Background: an optimization exercise with open tools, aiming at small area and a short achievable clock period. Do not read the settings as production practice. The RTL was checked by simulation tests, not by an equivalence proof against the original design. Power figures rest on the tool's default switching activity, not on a simulated workload.

**flow/run.sh**
```bash
#!/bin/bash
# synth_recipe.tcl (not shown) runs the flow's synth.tcl, then flattens the netlist and writes it again
# the make line also repeats each setting of config.mk as NAME=value (left out here)
make -C /OpenROAD-flow-scripts/flow DESIGN_CONFIG=/design/flow/config.mk WORK_HOME=/design/flow/orfs CLKGATE_MAP_FILE= SYNTH_SCRIPT=/design/flow/synth_recipe.tcl finish
```
**flow/config.mk**
```make
export PLATFORM = sky130hd
export DESIGN_NAME = pipelined_processor
export DESIGN_NICKNAME = pipelined_processor
export VERILOG_FILES = /design/flow/design.v
export SDC_FILE = /design/flow/constraint.sdc
export NUM_CORES = 4
export LEC_CHECK = 0
export CAP_MARGIN = 20
export CORE_MARGIN = 2
export CORE_UTILIZATION = 40
export PLACE_DENSITY = 0.6
export SLEW_MARGIN = 20
```
**flow/constraint.sdc**
```tcl
create_clock -name core_clock -period 9.0 [get_ports {clk}]
set_input_delay 1.8000 -clock core_clock [delete_from_list [all_inputs] [get_ports {clk}]]
set_output_delay 1.8000 -clock core_clock [all_outputs]
set_load 0.01 [all_outputs]
```
**flow/design.v**
```verilog
module Adder(
	input [63:0] a,b, 
	output wire [63:0] out
);
	assign out = a + b;
endmodule
module alu_64(
	input [63:0] a,b,
	input [3:0] ALUOp,
	output reg [63:0] Result,
	output reg CarryOut 
);
always @ (*)
begin
	case(ALUOp)
	4'b0000:
		Result = a & b;
	4'b0010:
		Result = a + b;
	4'b0001:
		Result = a | b;
	4'b0110:
		Result = a - b;
	4'b1100:
		Result = ~a & ~b;
	default:
		Result = 64'd0;
	endcase
	if (Result == 0)
		CarryOut = 1;
	else
		CarryOut = 0;
end
endmodule
module ALU_Control(
	input [1:0] ALUOp,
	input [3:0] Funct,
	output reg [3:0] Operation
);
always @ (*)
begin
	case (ALUOp)
		2'b00:
			Operation = 4'b0010;
		2'b01:
			Operation = 4'b0110;
		2'b10:
			case (Funct)
				4'b0000:
					Operation = 4'b0010;
				4'b1000:
					Operation = 4'b0110;
				4'b0111:
					Operation = 4'b0000;
				4'b0110:
					Operation = 4'b0001;
				default:
					Operation = 4'b0010;
			endcase
		default:
			Operation = 4'b0010;
	endcase
end
endmodule
module Control_Unit(
	input [6:0] opcode,
	output reg Branch, MemRead, MemToReg, MemWrite, ALUSrc, RegWrite,
	output reg [1:0] ALUOp
);
always @ (*)
begin
	case (opcode[6:4])
		3'b011:
			{ALUSrc, MemToReg, RegWrite, MemRead, MemWrite, Branch, ALUOp} = 8'b00100010;
		3'b000:
			{ALUSrc, MemToReg, RegWrite, MemRead, MemWrite, Branch, ALUOp} = 8'b11110000;
		3'b010:
			{ALUSrc, MemToReg, RegWrite, MemRead, MemWrite, Branch, ALUOp} = 8'b10001000;
		3'b110:
			{ALUSrc, MemToReg, RegWrite, MemRead, MemWrite, Branch, ALUOp} = 8'b00000101;
		3'b001:
			{ALUSrc, MemToReg, RegWrite, MemRead, MemWrite, Branch, ALUOp} = 8'b10100010;
		default:
			{ALUSrc, MemToReg, RegWrite, MemRead, MemWrite, Branch, ALUOp} = 8'b00000000;
	endcase
end
endmodule
module EX_MEM(
  input clk,
  input reset,
  input [1:0] WB,
  output reg [1:0] WB_Out,
  input [2:0] M,
  output reg Branch, MemWrite, MemRead,
  input [63:0] Adder_Result,
  output reg [63:0] Adder_Result_Out,
  input ALU_Zero,
  output reg ALU_Zero_Out,
  input [63:0] ALU_Result,
  output reg [63:0] ALU_Result_Out,
  input [63:0] Forward_B_Mux_Result,
  output reg [63:0] Forward_B_Mux_Result_Out,
  input [4:0] rd,
  output reg [4:0] rd_out
);
always @ (posedge clk)
begin
  if (reset)
  begin
    WB_Out <= 2'b00;
    {Branch, MemWrite, MemRead} <= 3'b000;
  end
  else
  begin
    WB_Out <= WB;
    {Branch, MemWrite, MemRead} <= M;
  end
  Adder_Result_Out <= Adder_Result;
  ALU_Zero_Out <= ALU_Zero;
  ALU_Result_Out <= ALU_Result;
  Forward_B_Mux_Result_Out <= Forward_B_Mux_Result;
  rd_out <= rd;
end
endmodule
module forward_A_mux (
	input [1:0] ForwardA,
	input[63:0] id_ex_input,
	input[63:0] mem_wb_input,
	input[63:0] ex_mem_input,
	output reg [63:0] a
);
	always @ (*)
	begin
		case (ForwardA)
			2'b00 : a = id_ex_input;
			2'b01 : a = mem_wb_input;
			2'b10 : a = ex_mem_input;
			default : a = id_ex_input;
		endcase
	end
endmodule
module forward_B_mux (
	input [1:0] ForwardB,
	input[63:0] id_ex_input,
	input[63:0] mem_wb_input,
	input[63:0] ex_mem_input,
	output reg [63:0] b
);
	always @ (*)
	begin
		case (ForwardB)
			2'b00 : b = id_ex_input;
			2'b01 : b = mem_wb_input;
			2'b10 : b = ex_mem_input;
			default : b = id_ex_input;
		endcase
	end
endmodule
module forwarding_unit 
(
	input [4:0] id_ex_rs1,
	input [4:0] id_ex_rs2,
	input ex_mem_RegWrite, 
	input [4:0] ex_mem_rd,
	input mem_wb_RegWrite,
	input [4:0] mem_wb_rd,
	output reg [1:0] ForwardA,
	output reg [1:0] ForwardB
);
	always @ (*)
	begin
		ForwardA = 2'b00;
		ForwardB = 2'b00;
		if(ex_mem_RegWrite == 1'b1) begin
			if(ex_mem_rd != 5'b0) begin
				if(ex_mem_rd == id_ex_rs1) begin
					ForwardA = 2'b10;
				end
			end
		end
		if(mem_wb_RegWrite == 1'b1) 
		begin
			if(mem_wb_rd != 5'b0) 
			begin
				if(mem_wb_rd == id_ex_rs1) 
				begin
					if(ex_mem_RegWrite != 1'b1)
						ForwardA = 2'b01;
					if(ex_mem_rd == 5'b0)
						ForwardA = 2'b01;
					if(ex_mem_rd != id_ex_rs1)
						ForwardA = 2'b01;					
				end
			end
		end
		if(ex_mem_RegWrite == 1'b1) begin
			if(ex_mem_rd != 5'b0) begin
				if(ex_mem_rd == id_ex_rs2) begin
					ForwardB = 2'b10;
				end
			end
		end
		if(mem_wb_RegWrite == 1'b1) begin
			if(mem_wb_rd != 5'b0) begin
				if(mem_wb_rd == id_ex_rs2) begin
					if(ex_mem_RegWrite != 1'b1)
						ForwardB = 2'b01;
					if(ex_mem_rd == 5'b0)
						ForwardB = 2'b01;
					if(ex_mem_rd != id_ex_rs2)
						ForwardB = 2'b01;					
				end
			end
		end
	end
endmodule
module ID_EX(
  input clk,
  input reset,
  input [63:0] Inst_Addr,
  output reg [63:0] Inst_Addr_Out,
  input [4:0] rs1,
  output reg [4:0] rs1_Out,
  input [4:0] rs2,
  output reg [4:0] rs2_Out,
  input [4:0] rd,
  output reg [4:0] rd_Out,
  input [63:0] ReadData1, 
  output reg [63:0] ReadData1_Out,
  input [63:0] ReadData2,
  output reg [63:0] ReadData2_Out,
  input [63:0] ImmediateData,
  output reg [63:0] ImmediateData_Out,
  input [3:0] Funct_Instruction,  
  output reg [3:0] Funct_Out,  
  input [1:0] WB,
  output reg [1:0] WB_Out,
  input [2:0] M,
  output reg [2:0] M_Out,
  input [2:0] EX,
  output reg [1:0] ALUOp,
  output reg ALUSrc
);
always @ (posedge clk)
begin
  Inst_Addr_Out <= Inst_Addr;
  rs1_Out <= rs1;
  rs2_Out <= rs2;
  rd_Out <= rd;
  ReadData1_Out <= ReadData1;
  ReadData2_Out <= ReadData2;
  ImmediateData_Out <= ImmediateData;
  Funct_Out <= Funct_Instruction;
  if (reset)
  begin
    WB_Out <= 2'b00;
    M_Out <= 3'b000;
  end
  else
  begin
    WB_Out <= WB;
    M_Out <= M;
  end
  ALUOp <= EX[1:0];
  ALUSrc <= EX[2];
end
endmodule
module IF_ID(
  input clk,
  input reset,
  input [31:0] Instruction,
  input [63:0] Inst_Addr,
  output reg [31:0] Instruction_Out,
  output reg [63:0] Inst_Addr_Out
);
always @ (posedge clk)
begin
  if (reset)
    Instruction_Out <= 32'h00000013;  
  else
    Instruction_Out <= Instruction;
  Inst_Addr_Out <= Inst_Addr;
end
endmodule
module ImmDataExtractor(
  input [31:0] instruction,
  output reg [63:0] imm_data
  );
always @ (*)
	begin
	case(instruction[6]) 
		1'b0:  
			case(instruction[5]) 
				1'b0:  
					imm_data = {{52{instruction[31]}}, instruction[31:20]};
				1'b1:  
					imm_data = {{52{instruction[31]}}, instruction[31:25], instruction[11:7]};
			endcase
		1'b1:  
			imm_data = {{52{instruction[31]}}, instruction[31], instruction[7], instruction[30:25], instruction[11:8]};
	endcase
end
endmodule
module InstructionParser (
  input [31:0] instruction,
  output reg [6:0] opcode,
  output reg [4:0] rd,
  output reg [2:0] funct3,
  output reg [4:0] rs1,
  output reg [4:0] rs2,
  output reg [6:0] funct7
);
  always @ (*)
  begin 
    opcode = instruction[6:0];
    rd = instruction[11:7];
    funct3 = instruction[14:12];
    rs1 = instruction[19:15];
    rs2 = instruction[24:20];
    funct7 = instruction[31:25];
  end
endmodule
module MEM_WB
(
    input clk,
    input reset,
    input [1:0] WB,
    output reg Mem_to_Reg, Reg_Write,
    input [63:0] Read_Data,
    output reg [63:0] Read_Data_out,
    input [4:0] rd,
    output reg [4:0] rd_out,
    input [63:0] Mem_Address,
    output reg [63:0] Mem_Address_out
);
    always@(posedge clk)
    begin
      if (reset)
      begin
        Mem_to_Reg <= 1'b0;
        Reg_Write <= 1'b0;
      end
      else
      begin
        Mem_to_Reg <= WB[0];
        Reg_Write <= WB[1];
      end
      Read_Data_out <= Read_Data;
      rd_out <= rd;
      Mem_Address_out <= Mem_Address;
    end
endmodule
module mux(
  input sel,
  input [63:0] a,  
  input [63:0] b,
  output reg [63:0] data_out
);
always @ (*)
begin
  if (sel) 
    data_out = a;
  else
    data_out = b;
end
endmodule
module Program_Counter
(
	input clk, reset,
	input [63:0] PC_In,
	output reg [63:0] PC_Out
);
always @ (posedge clk)
begin
	if (reset == 0)
		PC_Out <= PC_In;
	else
		PC_Out <= 0;
end
endmodule
module registerFile(
	input [63:0] WriteData,
	input [4:0] rs1,
	input [4:0] rs2,
	input [4:0] rd,
	output reg [63:0] readData1,
	output reg [63:0] readData2,
	input clk, reset, RegWrite
);
reg [63:0] Registers [31:1];
always @ (posedge clk)
begin
	if (RegWrite && rd != 5'd0) 
		Registers[rd] <= WriteData;
end
always @ (*)
begin
	if (reset) 
		begin
			readData1 = 0;
			readData2 = 0;
		end
	else
		begin
			readData1 = (rs1 == 5'd0) ? 64'd0 : Registers[rs1];
			readData2 = (rs2 == 5'd0) ? 64'd0 : Registers[rs2];
		end
end
endmodule
module pipelined_processor (
	input clk,     
	input reset,   
	output [63:0] imem_addr,
	input  [31:0] imem_data,
	output [63:0] dmem_addr,
	output [63:0] dmem_wdata,
	output        dmem_we,
	output        dmem_re,
	input  [63:0] dmem_rdata
);
	wire pc_select;  
	wire [63:0] pc_default_out;  
	wire [63:0] mem_branch_out;  
	wire [63:0] pc_mux_out;  
	wire [63:0] PC_Out;
	wire [31:0] instruction;
	wire [31:0] id_Instruction_Out;
	wire [63:0] if_id_Inst_Addr_Out;
	wire [6:0] opcode;
	wire [4:0] id_rs1;
	wire [4:0] id_rs2;
	wire [4:0] id_rd;
	wire [2:0] funct3; 
	wire [6:0] funct7; 
	wire [3:0] Funct;
	wire [63:0] readData1;
	wire [63:0] readData2;
	wire [63:0] imm_data;
	wire Branch, RegWrite, MemRead, MemToReg, MemWrite, ALUSrc;
	wire [1:0] ALUOp;
	wire [63:0] id_ex_Inst_Addr_Out;
	wire [4:0] ex_rs1;
	wire [4:0] ex_rs2;
	wire [4:0] ex_rd;
	wire [63:0] ex_readData1;
	wire [63:0] ex_readData2;
	wire [63:0] ex_imm_data;
	wire [3:0] ex_Funct;
	wire [1:0] ex_WB_out;
	wire [2:0] ex_M_out;
	wire ex_ALUSrc;
	wire [1:0] ex_ALUOp;
	wire [63:0] forward_mux_a_out;
	wire [63:0] forward_mux_b_out;
	wire [63:0] register_file_mux_out;
	wire [1:0] ForwardA;
	wire [1:0] ForwardB;
	wire [63:0] branch_adder_out;
	wire [3:0] alu_c_aluop;
	wire [63:0] alu_result;
	wire Zero;
	wire [1:0] mem_WB_out;
	wire mem_Branch, mem_MemWrite, mem_MemRead, mem_Zero;
	wire [63:0] mem_alu_result, mem_WriteData;
	wire [4:0] mem_rd;
	wire [63:0] data_memory_readData, wb_readData;
	wire wb_MemToReg, wb_RegWrite;
	wire [4:0] wb_rd;
	wire [63:0] wb_alu_result, WriteData;
	assign Funct = {id_Instruction_Out[30], id_Instruction_Out[14:12]};
	mux pc_mux(
		.sel(pc_select), 
		.a(mem_branch_out), 
		.b(pc_default_out),
		.data_out(pc_mux_out)
	);
	Program_Counter pc0(
		.PC_In(pc_mux_out),
		.PC_Out(PC_Out),
		.clk(clk),
		.reset(reset)
	);
	Adder pc_default_adder(
		.a(PC_Out),
		.b(64'd4),
		.out(pc_default_out)
	);
	assign imem_addr = PC_Out;
	assign instruction = imem_data;
	IF_ID if_id
	(
		.clk(clk),
		.reset(reset),
		.Instruction(instruction),
		.Inst_Addr(PC_Out),
		.Instruction_Out(id_Instruction_Out),
		.Inst_Addr_Out(if_id_Inst_Addr_Out)
	);
	InstructionParser ip0 (
		.opcode(opcode),
		.instruction(id_Instruction_Out),
		.rs1(id_rs1),
		.rs2(id_rs2),
		.rd(id_rd),
		.funct3(funct3),
		.funct7(funct7)
	);
	registerFile rf(
		.WriteData(WriteData), 
		.rs1(id_rs1),
		.rs2(id_rs2),
		.rd(wb_rd),
		.readData1(readData1),
		.readData2(readData2),
		.RegWrite(wb_RegWrite),
		.clk(clk),
		.reset(reset)
	);
	ImmDataExtractor ide0(
		.instruction(id_Instruction_Out),
		.imm_data(imm_data)
	);
	Control_Unit cu(
		.opcode(opcode),
		.Branch(Branch),
		.ALUOp(ALUOp),
		.RegWrite(RegWrite),
		.MemRead(MemRead),
		.MemToReg(MemToReg),
		.MemWrite(MemWrite),
		.ALUSrc(ALUSrc)
	);
	ID_EX id_ex
	(
		.clk(clk),
		.reset(reset),
		.Inst_Addr(if_id_Inst_Addr_Out),
		.Inst_Addr_Out(id_ex_Inst_Addr_Out),
		.rs1(id_rs1),
		.rs1_Out(ex_rs1),
		.rs2(id_rs2),
		.rs2_Out(ex_rs2),
		.rd(id_rd),
		.rd_Out(ex_rd),
		.ReadData1(readData1),
		.ReadData1_Out(ex_readData1),
		.ReadData2(readData2),
		.ReadData2_Out(ex_readData2),
		.ImmediateData(imm_data),
		.ImmediateData_Out(ex_imm_data),
		.Funct_Instruction(Funct),
		.Funct_Out(ex_Funct),
		.WB({RegWrite, MemToReg}),
		.WB_Out(ex_WB_out),
		.M({Branch, MemWrite, MemRead}),
		.M_Out(ex_M_out),
		.EX({ALUSrc, ALUOp}),
		.ALUOp(ex_ALUOp),
		.ALUSrc(ex_ALUSrc)
	);
	forward_A_mux fam0(
		.ForwardA(ForwardA),
		.id_ex_input(ex_readData1),
		.mem_wb_input(WriteData),
		.ex_mem_input(mem_alu_result),
		.a(forward_mux_a_out)
	);
	forward_B_mux fbm0(
		.ForwardB(ForwardB),
		.id_ex_input(ex_readData2),
		.mem_wb_input(WriteData),
		.ex_mem_input(mem_alu_result),
		.b(forward_mux_b_out)
	);
	Adder pc_branch_adder(
		.a(id_ex_Inst_Addr_Out),
		.b(ex_imm_data << 1),  
		.out(branch_adder_out) 
	);
	mux register_file_mux(
		.sel(ex_ALUSrc),
		.a(ex_imm_data),
		.b(forward_mux_b_out),
		.data_out(register_file_mux_out)
	);
	ALU_Control alu_c(
		.ALUOp(ex_ALUOp),
		.Funct(ex_Funct),
		.Operation(alu_c_aluop)
	);
	alu_64 a(
		.a(forward_mux_a_out),
		.b(register_file_mux_out),
		.ALUOp(alu_c_aluop),
		.Result(alu_result),
		.CarryOut(Zero)
	);
	forwarding_unit fu0(
		.id_ex_rs1(ex_rs1),
		.id_ex_rs2(ex_rs2),
		.ex_mem_RegWrite(mem_WB_out[1]),
		.ex_mem_rd(mem_rd),
		.mem_wb_RegWrite(wb_RegWrite),
		.mem_wb_rd(wb_rd),
		.ForwardA(ForwardA),
		.ForwardB(ForwardB)
	);
	EX_MEM ex_mem
	(
		.clk(clk),
		.reset(reset),
		.WB(ex_WB_out),
		.WB_Out(mem_WB_out),
		.M(ex_M_out),
		.Branch(mem_Branch),
		.MemWrite(mem_MemWrite),
		.MemRead(mem_MemRead),
		.Adder_Result(branch_adder_out),
		.Adder_Result_Out(mem_branch_out),
		.ALU_Zero(Zero),
		.ALU_Zero_Out(mem_Zero),
		.ALU_Result(alu_result),
		.ALU_Result_Out(mem_alu_result),
		.Forward_B_Mux_Result(forward_mux_b_out),
		.Forward_B_Mux_Result_Out(mem_WriteData),
		.rd(ex_rd),
		.rd_out(mem_rd)
	);
	assign pc_select = mem_Branch & mem_Zero;
	assign dmem_addr = mem_alu_result;
	assign dmem_wdata = mem_WriteData;
	assign dmem_we = mem_MemWrite;
	assign dmem_re = mem_MemRead;
	assign data_memory_readData = dmem_rdata;
	MEM_WB MEM_WB
	(
		.clk(clk),
		.reset(reset),
		.WB(mem_WB_out),
		.Mem_to_Reg(wb_MemToReg),
		.Reg_Write(wb_RegWrite),
		.Read_Data(data_memory_readData),
		.Read_Data_out(wb_readData),
		.rd(mem_rd),
		.rd_out(wb_rd),
		.Mem_Address(mem_alu_result),
		.Mem_Address_out(wb_alu_result)
	);
	mux data_memory_mux(
		.sel(wb_MemToReg),
		.a(wb_readData),
		.b(wb_alu_result),
		.data_out(WriteData)
	);
endmodule
```
==> flow_summary.json <==
{
  "dpl.cell_count": 12450,
  "rsz0062_at_grt": "no",
  "cts_hold_buf": 0,
  "ys_warn_count": 15,
  "syn-num-nets": 8586,
  "cts_tree": "yes",
  "hpwl_mm": 261.3,
  "startpoint_type": "flop",
  "min_period_ns": 8.555,
  "synth_ff_type": "edfxtp_1",
  "rows": 204,
  "drcViolationCount": 0,
  "clk_pin_slew_worst_paths_ns": 0.06,
  "setup_tns_ns": 0,
  "slew_headroom_pct": 10.82,
  "insertion_delay_ns": 0.90,
  "cts-buffers-inserted": 294,
  "met2_length_mm": 190.7,
  "wl_mm": 420.7,
  "async_flop_share_pct": 0,
  "ant_nets": 0,
  "dr_wl_met3_mm": 44.73,
  "synth_edf_count": 1984,
  "path_common_cell": "buf_4",
  "cpMaxStageDelayCell": "or4_1",
  "clockRootBuffer": "clkbuf_16",
  "syn2layout_area_growth_pct": 14.75,
  "num-nets-final": 8872,
  "maxCapViolCount": 0,
  "finalNonFillerCells": 12990,
  "synthesis.area_sq_mm": 0.1235,
  "highest_layer": "met5",
  "ys_seq_area_share_pct": 59.95,
  "syn-instance-count": 8342,
  "grt_max_degree": 128,
  "powerDensity_mw_per_mm2": 221.4,
  "track_usage_pct": 26.09,
  "timing.rr.start": "ex_mem.rd_out[2]",
  "tightest_slew_ns": 1.338,
  "design.core.area_sq_mm": 0.3081,
  "antenna_found_initial": 24,
  "synth_cell_types": 96,
  "cp_max_fo": 13,
  "setup_viol": 0,
  "wl_per_cell_um": 32.39,
  "criticalPathCategory": "reg2reg",
  "min_from": "if_id.Inst_Addr_Out[58]",
  "wl_met1_mm": 171.1,
  "num_vias": 81940,
  "start_util_pct": 40.10,
  "place_congestion": 0.9302,
  "hold_violations": 0,
  "fin_worst_skew_ns": 0.09579,
  "fin_util_pct": 46.01,
  "first_global_vias": 80200,
  "clock.fmax_ghz": 0.1169,
  "cts.sinks": 2707,
  "num_io_pins": 292,
  "fin_crit_sh_pct": 95.05,
  "die_y_um": 559.7,
  "grt_overflow": 0,
  "slew_viol_final": 0,
  "die_area_sq_mm": 0.3133,
  "slowest_delay_ns": 0.57,
  "worst_hold_path_type": "reg2reg",
  "outcome": "no timing/DRC/antenna violations",
  "dr.first_iter.drc_count": 10260,
  "irDropWorstVdd_uv": 140.6,
  "grt_first_pass_wirelength_mm": 594.1,
  "layout_common_cells": "edfxtp_1 (1,984), mux4_2 (832), dfxtp_1 (711)",
  "ys_ff_latch": 2707,
  "vias_per_cell": 6.308,
  "die_w_um": 559.7,
  "port_buffers": 287,
  "worst_setup_path_end_kind": "flop",
  "syn-mean-instance-area_sq_um": 14.81,
  "first_pass_iters": 8,
  "p_leak_nw": 46.93,
  "htree_levels": 5,
  "drive_gt1_share_pct": 20.34,
  "required_ns": 9.81,
  "critical_path.startpoint": "ex_mem.rd_out[2]",
  "layout_commonest_cell": "edfxtp_1",
  "arrival_ns": 9.37,
  "cts.path.max_buffers": 4
}
==> layout make-up <==
class | instances | area [sq um]
inverter | 70 | 270.3
timing repair buffer | 562 | 5187
clock inverter | 144 | 1420
antenna | 10 | 25.02
fill | 26680 | 166300
clock buffer | 383 | 8124
tap | 4120 | 5155
sequential | 2707 | 74090
multi-input combinational | 4993 | 47480
==> cells by family after synthesis <==
group | Yosys count | synth area share (%)
flip-flops | 2707 | 59.95
AO/OA/AOI/OAI | 1766 | 8.965
multiplexers | 1486 | 20.62
AND/OR/NAND/NOR | 1307 | 4.900
buffers and inverters | 642 | 1.982
XOR/XNOR | 238 | 1.687
adder cells (fa/ha/maj) | 196 | 1.897
==> synth_stat cells (all sizes together) (19+ instances only) <==
library cell  instances  area, sq um
and3                 31        193.9
clkbuf              417         1565
inv                  70        262.8
o22ai               148        925.9
o221ai              130         1139
buf                 155        620.6
a31oi                27        190.2
maj3                 50        501.7
edfxtp             1984        59580
or3                  22        142.6
nand3                77        390.4
ha                  144         1802
nor4                 20        152.6
nand4                42        269.0
o21a                 20        150.1
nor2b                57        356.6
nor2                460         1734
a22oi               127        953.4
o21bai               19        142.6
and2                 29        181.4
dfxtp               723        14470
o21ai               382         1912
a22o                 26        227.7
a21oi               582         2924
nor3                104        520.5
xor2                112        980.9
a211oi               53        397.9
mux4                832        18740
a21o                 96        720.7
nand2               379         1430
o31ai                20        150.1
mux2i               518         5185
mux2                136         1550
xnor2               126         1104
==> flip-flops by register name (all words and copies together) (netlist names), 3 cells and up <==
| signal | cells |
|---|---|
| id_ex.rd_Out | 5 |
| if_id.Instruction_Out | 28 |
| id_ex.ReadData2_Out | 64 |
| id_ex.M_Out | 3 |
| MEM_WB.Mem_Address_out | 64 |
| id_ex.ReadData1_Out | 64 |
| id_ex.ImmediateData_Out | 12 |
| rf.Registers | 1984 |
| MEM_WB.Read_Data_out | 64 |
| ex_mem.Forward_B_Mux_Result_Out | 64 |
| if_id.Inst_Addr_Out | 64 |
| id_ex.Inst_Addr_Out | 64 |
| id_ex.Funct_Out | 4 |
| ex_mem.ALU_Result_Out | 64 |
| MEM_WB.rd_out | 5 |
| id_ex.rs2_Out | 5 |
| id_ex.rs1_Out | 5 |
| pc0.PC_Out | 64 |
| ex_mem.rd_out | 5 |
| ex_mem.Adder_Result_Out | 64 |
==> metrics by stage <==
stage	setup WS (ns)	area, sq um	power [mW]	hold WS [ns]
finish	0.4453	141800	31.39	0.3240
global route	0.01004	141700	32.27	0.3250
CTS	0.2285	141700	31.43	0.3140
detailed placement	0.2326	132100	19.39	0.3121
global placement	0.1614	132000	19.31	0.3104
floorplan	1.318	123500	17.27	0.3096
==> worst paths after layout <==
path         depth (start not counted)  slack [ns]                       to
max reg2reg                         34        0.45      ex_mem.ALU_Zero_Out
min                                  0        0.32  id_ex.Inst_Addr_Out[58]
max                                 34        0.45      ex_mem.ALU_Zero_Out
min reg2reg                          0        0.32  id_ex.Inst_Addr_Out[58]
==> power by group <==
| group | internal, mW | leakage [nW] | switching [mW] |
|---|---|---|---|
| Clock | 7.07 | 4.69 | 5.09 |
| Sequential | 14.5 | 24.0 | 0.421 |
| Combinational | 1.37 | 18.2 | 2.94 |
==> worst max-delay path: cells and delay by family (launching register included) <==
kind                     cells  cell delay [ns]
AO/OA/AOI/OAI                8             1.88
flip-flops                   1             0.35
buffers and inverters        7             1.15
adder cells (fa/ha/maj)      2             0.61
XOR/XNOR                     1             0.11
AND/OR/NAND/NOR             16             4.42
==> metal layers <==
layer	vias up	track usage [%]
li1	33920	-
met1	42500	36.75
met2	4737	40.22
met3	775	5.666
met4	6	8.272
met5	-	0
==> repair_timing <==
item / 4_1_cts / 5_1_grt
resized for setup: 0 / 7
buffers inserted: 0 / 2
endpoints found under the setup margin: 0 / 1

==> re-timing with driven ports <==
Ports are ideal in the flow. The routed layout listed here was re-timed in OpenROAD. Step 1: set_driving_cell puts a clkbuf_16 on clk and a buf_2 on each other input, an assumption about the parent block. Step 2 times the ports against the registers' clock, not the clock port: input delays grow and output delays shrink by t, the midpoint of the rising clock arrivals with the driver on. Three values: ideal ports, drivers, drivers and shift; two values: the first two.
t (ns): 0.947
slack for setup (ns): 0.445 / 0.445 / 0.445
worst setup path after step 2: register to register
clock arrival spread, ns: 0.102 / 0.102
worst data-port slew with drivers (ns): 0.12
After both steps this run still meets setup and hold. For this run, drivers alone change the setup slack by 0.000 ns; drivers and shift together by 0.000 ns.
